From an optimization exercise on the open Yosys and OpenROAD flow, aimed at small area; shortcuts taken in it are not production practice. Only simulation tests tie the RTL to the original design; equivalence was not proved. The clock input has no modelled driver; a real chip could not lean on it and would need a root buffer or a full tree. Power figures rest on the tool's default switching activity, not on a simulated workload.

==> inputs of run B <==
// UART_Loopback_Top
module UART_Loopback_Top (
    input i_UART_RX,
    input i_Clk,
    input i_Switch_1,  
    output o_UART_TX,
    output o_Segment1_A,
    output o_Segment1_B,
    output o_Segment1_C,
    output o_Segment1_D,
    output o_Segment1_E,
    output o_Segment1_F,
    output o_Segment1_G,
    output o_Segment2_A,
    output o_Segment2_B,
    output o_Segment2_C,
    output o_Segment2_D,
    output o_Segment2_E,
    output o_Segment2_F,
    output o_Segment2_G
);
==> module uart_rx, before the edit <==
module uart_rx (
    input        i_serial,
    input        i_Clk,
    input        i_reset,
    output [7:0] o_rx_data,
    output       o_rx_end       
);
    localparam [3:0] IDLE = 4'd0, START = 4'd2, BAD = 4'd3, STOP = 4'd4;
    reg r_in;
    reg [3:0] state;
    reg [7:0] cnt;
    reg [7:0] sr;
    wire is_fe = r_in & ~i_serial;
    wire r_serial = r_in;
    wire mid, last;
    bit_timer t0 (.cnt(cnt), .mid(mid), .last(last));
    wire idle = (state == IDLE);
    always @(posedge i_Clk or posedge i_reset)
        if (i_reset)
            r_in <= 1'b0;
        else
            r_in <= i_serial;
    always @(posedge i_Clk or posedge i_reset)
        if (i_reset)
            cnt <= 8'd0;
        else
            cnt <= {cnt[6:0], ~idle & ~(cnt[7] ^ cnt[2])};
    always @(posedge i_Clk)
        if (state[3] & mid)
            sr <= {r_serial, sr[7:1]};
    always @(posedge i_Clk or posedge i_reset) begin
        if (i_reset)
            state <= IDLE;
        else if (idle)
            state <= is_fe ? START : IDLE;
        else if (state == START) begin
            if (mid & r_serial) state <= BAD;
            else if (last)      state <= 4'd8;
        end
        else if (last) begin
            if (state == BAD)        state <= IDLE;
            else if (state == STOP)  state <= IDLE;
            else if (state == 4'd15) state <= STOP;
            else                     state <= state + 4'd1;
        end
    end
    assign o_rx_data = sr;
    assign o_rx_end = (state == STOP) & last;
endmodule
==> module uart_tx, before the edit <==
module uart_tx (
    input  [7:0] i_data,
    input        i_Clk,
    input        i_reset,
    input        i_start,
    output       o_load,
    output       o_tx_serial
);
    reg [3:0] state;
    reg [7:0] cnt;
    wire mid, last;
    bit_timer t0 (.cnt(cnt), .mid(mid), .last(last));
    wire run = state[3] | (state == 4'd7);
    always @(posedge i_Clk)
        cnt <= {cnt[6:0], run & ~(cnt[7] ^ cnt[2])};
    always @(posedge i_Clk or posedge i_reset) begin
        if (i_reset)
            state <= 4'd0;
        else if (state == 4'd0)
            state <= i_start ? 4'd2 : 4'd0;
        else if (~run | last)
            state <= state + 4'd1;
    end
    assign o_load = (state == 4'd4);
    assign o_tx_serial = state[3] ? i_data[state[2:0]] : (state != 4'd7);
endmodule
export LEC_CHECK = 0
export CAP_MARGIN = 20
export CORE_AREA = 2 2 64 64
export DIE_AREA = 0 0 66 66
export PLACE_DENSITY = 0.9
export SLEW_MARGIN = 20
create_clock -name core_clock -period 10.0 [get_ports {i_Clk}]
standard.sh (not shown) runs the stock make flow with config.mk's settings and CLKGATE_MAP_FILE= SYNTH_SCRIPT=/design/flow/synth_recipe.tcl, a recipe that flattens the netlist after the stock synthesis.
==> flow/flow/run.sh <==
#!/bin/bash
# The standard layout (standard.sh), with these changes:
#  - synthesis maps the logic with an area-oriented ABC script (area.abc);
#    everything else in the synthesis script is the standard flow's own;
#  - no adder cells (ADDER_MAP_FILE empty), so Yosys's adder extraction
#    leaves that logic to ABC;
#  - the port buffers are sky130_fd_sc_hd__buf_1;
#  - the clock tree is one level of buffers, each driving a group of
#    registers (cts.tcl).
# Each tool's output goes to flow.log in this folder (and ORFS's own logs
# under orfs/logs).
set -euo pipefail
here=$(pwd)
sed "s#^source \$::env(SCRIPTS_DIR)/synth_preamble.tcl#&\nset abc_args [lreplace \$abc_args 1 1 $here/flow/area.abc]#" \
    "$FLOW_HOME/scripts/synth.tcl" > my_synth_core.tcl
sed "s#source \$::env(SCRIPTS_DIR)/synth.tcl#source $here/my_synth_core.tcl#" synth_recipe.tcl > my_synth.tcl
sed -e "s#SYNTH_SCRIPT=[^ ]*#SYNTH_SCRIPT=$here/my_synth.tcl ADDER_MAP_FILE=#" standard.sh > my_standard.sh
export BUFFER_PORTS_ARGS="-buffer_cell sky130_fd_sc_hd__buf_1"
export PRE_CTS_TCL=$here/flow/cts.tcl
export CTS_CLOCK_PORT=i_Clk
export CTS_LEAF_CELL=sky130_fd_sc_hd__clkbuf_4
export CTS_LEAVES=4
bash my_standard.sh > flow.log 2>&1
==> flow/flow/area.abc <==
strash
&get -n
&deepsyn -T 60
&put
dch -f
amap
topo
==> flow/flow/cts.tcl <==
# Sourced by ORFS's cts.tcl before it builds the clock tree (PRE_CTS_TCL).
# The design has few registers, so the clock tree is one level: the
# registers are split by placement into CTS_LEAVES groups (1, 2 or 4:
# halves by x, then by y), and the clock port drives one CTS_LEAF_CELL per
# group, placed at the group's centre, which drives that group's clock pins.
rename clock_tree_synthesis orfs_clock_tree_synthesis

proc cts_split { items axis } {
  set sorted [lsort -real -index $axis $items]
  set half [expr {[llength $sorted] / 2}]
  return [list [lrange $sorted 0 [expr {$half - 1}]] [lrange $sorted $half end]]
}

proc clock_tree_synthesis { args } {
  set db [ord::get_db]
  set block [ord::get_db_block]
  set clk_net [$block findNet $::env(CTS_CLOCK_PORT)]
  set master [$db findMaster $::env(CTS_LEAF_CELL)]
  set sinks {}
  foreach it [$clk_net getITerms] {
    lassign [[$it getInst] getLocation] x y
    lappend sinks [list $x $y $it]
  }
  set groups [list $sinks]
  if { $::env(CTS_LEAVES) >= 2 } { set groups [cts_split $sinks 0] }
  if { $::env(CTS_LEAVES) >= 4 } {
    set groups [concat [cts_split [lindex $groups 0] 1] [cts_split [lindex $groups 1] 1]]
  }
  set i 0
  foreach g $groups {
    set buf [odb::dbInst_create $block $master clkbuf_leaf_$i]
    set net [odb::dbNet_create $block clknet_leaf_$i]
    $net setSigType CLOCK
    set sx 0
    set sy 0
    foreach s $g {
      lassign $s x y it
      set sx [expr {$sx + $x}]
      set sy [expr {$sy + $y}]
      $it disconnect
      $it connect $net
    }
    [$buf findITerm A] connect $clk_net
    [$buf findITerm X] connect $net
    $buf setLocation [expr {$sx / [llength $g]}] [expr {$sy / [llength $g]}]
    $buf setPlacementStatus PLACED
    puts "clock tree: $::env(CTS_LEAF_CELL) clkbuf_leaf_$i drives [llength $g] clock pins"
    incr i
  }
  set_propagated_clock [all_clocks]
}
==> inputs of run F, as changes to run B <==
--- a/flow/design.v
+++ b/flow/design.v
@@ -7,3 +7,3 @@
 );
-    localparam [3:0] IDLE = 4'd0, START = 4'd2, BAD = 4'd3, STOP = 4'd4;
+    localparam [3:0] IDLE = 4'd1, START = 4'd7, BAD = 4'd6, STOP = 4'd0;
     reg r_in;
@@ -33,14 +33,9 @@
             state <= IDLE;
-        else if (idle)
-            state <= is_fe ? START : IDLE;
-        else if (state == START) begin
-            if (mid & r_serial) state <= BAD;
-            else if (last)      state <= 4'd8;
+        else if (idle) begin
+            if (is_fe) state <= START;
         end
-        else if (last) begin
-            if (state == BAD)        state <= IDLE;
-            else if (state == STOP)  state <= IDLE;
-            else if (state == 4'd15) state <= STOP;
-            else                     state <= state + 4'd1;
-        end
+        else if (state == START && mid && r_serial)
+            state <= BAD;
+        else if (last)
+            state <= (state == BAD) ? IDLE : state + 4'd1;
     end
@@ -75,5 +70,3 @@
             state <= 4'd0;
-        else if (state == 4'd0)
-            state <= i_start ? 4'd2 : 4'd0;
-        else if (~run | last)
+        else if (run ? last : (state != 4'd1) | i_start)
             state <= state + 4'd1;
==> flow/flow/area.abc (replaced) <==
strash
&get -n
&deepsyn -T 180
&put
dch -f
amap
topo
--- a/flow/flow/cts.tcl
+++ b/flow/flow/cts.tcl
@@ -1,10 +1,9 @@
-# Sourced by ORFS's cts.tcl before it builds the clock tree (PRE_CTS_TCL).
-# The design has few registers, so the clock tree is one level: the
-# registers are split by placement into CTS_LEAVES groups (1, 2 or 4:
-# halves by x, then by y), and the clock port drives one CTS_LEAF_CELL per
-# group, placed at the group's centre, which drives that group's clock pins.
 rename clock_tree_synthesis orfs_clock_tree_synthesis
 
-proc cts_split { items axis } {
-  set sorted [lsort -real -index $axis $items]
+proc cts_split { items } {
+  set xs [lmap s $items { lindex $s 0 }]
+  set ys [lmap s $items { lindex $s 1 }]
+  set dx [expr {[tcl::mathfunc::max {*}$xs] - [tcl::mathfunc::min {*}$xs]}]
+  set dy [expr {[tcl::mathfunc::max {*}$ys] - [tcl::mathfunc::min {*}$ys]}]
+  set sorted [lsort -integer -index [expr {$dx >= $dy ? 0 : 1}] $items]
   set half [expr {[llength $sorted] / 2}]
@@ -24,5 +23,5 @@
   set groups [list $sinks]
-  if { $::env(CTS_LEAVES) >= 2 } { set groups [cts_split $sinks 0] }
-  if { $::env(CTS_LEAVES) >= 4 } {
-    set groups [concat [cts_split [lindex $groups 0] 1] [cts_split [lindex $groups 1] 1]]
+  while { [llength $groups] < $::env(CTS_LEAVES) } {
+    set sorted [lsort -decreasing -command { apply {{a b} { expr {[llength $a] - [llength $b]}} } } $groups]
+    set groups [concat [lrange $sorted 1 end] [cts_split [lindex $sorted 0]]]
   }
==> run summary <==
Against run B, the sequential share of layout area of run F is higher by 0.93 points.
Against run B, the synthesized area of run F is smaller by about 1.7%.
Against run B, the worst setup slack of run F is better by 6.7 ps.
Of run F and run B, run B has the higher core utilization (gap 0.78 points).
Final cell count: run F is smaller than run B (0.80%).
Die area is the same in run F and run B.
Of run F and run B, run F has the higher wire length (gap 2.0%, measured against run B).
Against run F, the first-iteration DRC count of run B is higher by about 110%.
In run B the hold slack is better than in run F, by 0.55 ps.
==> figures <==
| item | run B | run F |
|---|---|---|
| Post-synthesis compound-gate area fraction | 17.22% | 15.50% |
| Max-Slew Margin vs Limit | 40.05% | 40.87% |
| Routed vias | 1312 | 1323 |
| Met3 wire length | 108 um | 128 um |
| Register area | 1026 sq um | 1027 sq um |
| Final WL | 2918 um | 2976 um |
| Routed metal-1 wire length | 1375 um | 1460 um |
| Flop+latch power | 0.276 mW | 0.170 mW |
| Cell Count, Final, Fillers Out | 249 | 247 |
| Synth Cell Area | 1708 sq um | 1679 sq um |
| Final worst path period share | 38.34% | 38.27% |
| Worst VDD drop | 0.1347 mV | 0.1118 mV |
| Register fraction of the total cell area | 55.11% | 56.04% |
| Largest stage delay, worst path | 420 ps | 400 ps |
| Launching instance or port of the critical path | uart_tx_0.state[1] | data[5] |
| Run status | timing/DRC/antenna clean | timing/DRC/antenna clean |
| Utilization of the core after routing | 50.47% | 49.69% |
| Share of the synthesized area in the top cell type | 36.63% | 35.77% |
| Min Tclk post-route | 3834 ps | 3827 ps |
| Worst flop-to-flop path startpoint | uart_rx_0.cnt[2] | uart_rx_0.cnt[5] |
No run of this note takes its clock network from TritonCTS; it comes from the design's own scripts or RTL.

[static timing again, ports no longer ideal]
No port has a modelled driver above. Below, the same layouts with a new extraction and two added sets of constraints.
Step 1 (the two cells are an assumption about what drives the block):
set clk [get_ports {i_Clk}]
set_driving_cell -lib_cell sky130_fd_sc_hd__clkbuf_16 $clk
set_driving_cell -lib_cell sky130_fd_sc_hd__buf_2 [delete_from_list [all_inputs] $clk]
Step 2 times the ports against the registers' clock, not the clock port: input delays grow and output delays shrink by t, the midpoint of the rising clock arrivals with the driver on.
a / b / c = no drivers / after step 1 / after step 2; a / b = the first two.
| run | t (ns) | slack for setup (ns) | hold slack, ns | pins driven straight from the clock port |
|---|---|---|---|---|
| run B | 0.204 | 6.166 / 6.123 / 6.327 | 0.338 / 0.338 / 0.338 | 4 |
| run F | 0.198 | 6.173 / 6.131 / 6.329 | 0.337 / 0.337 / 0.337 | 4 |
After both steps every run listed still meets setup and hold.
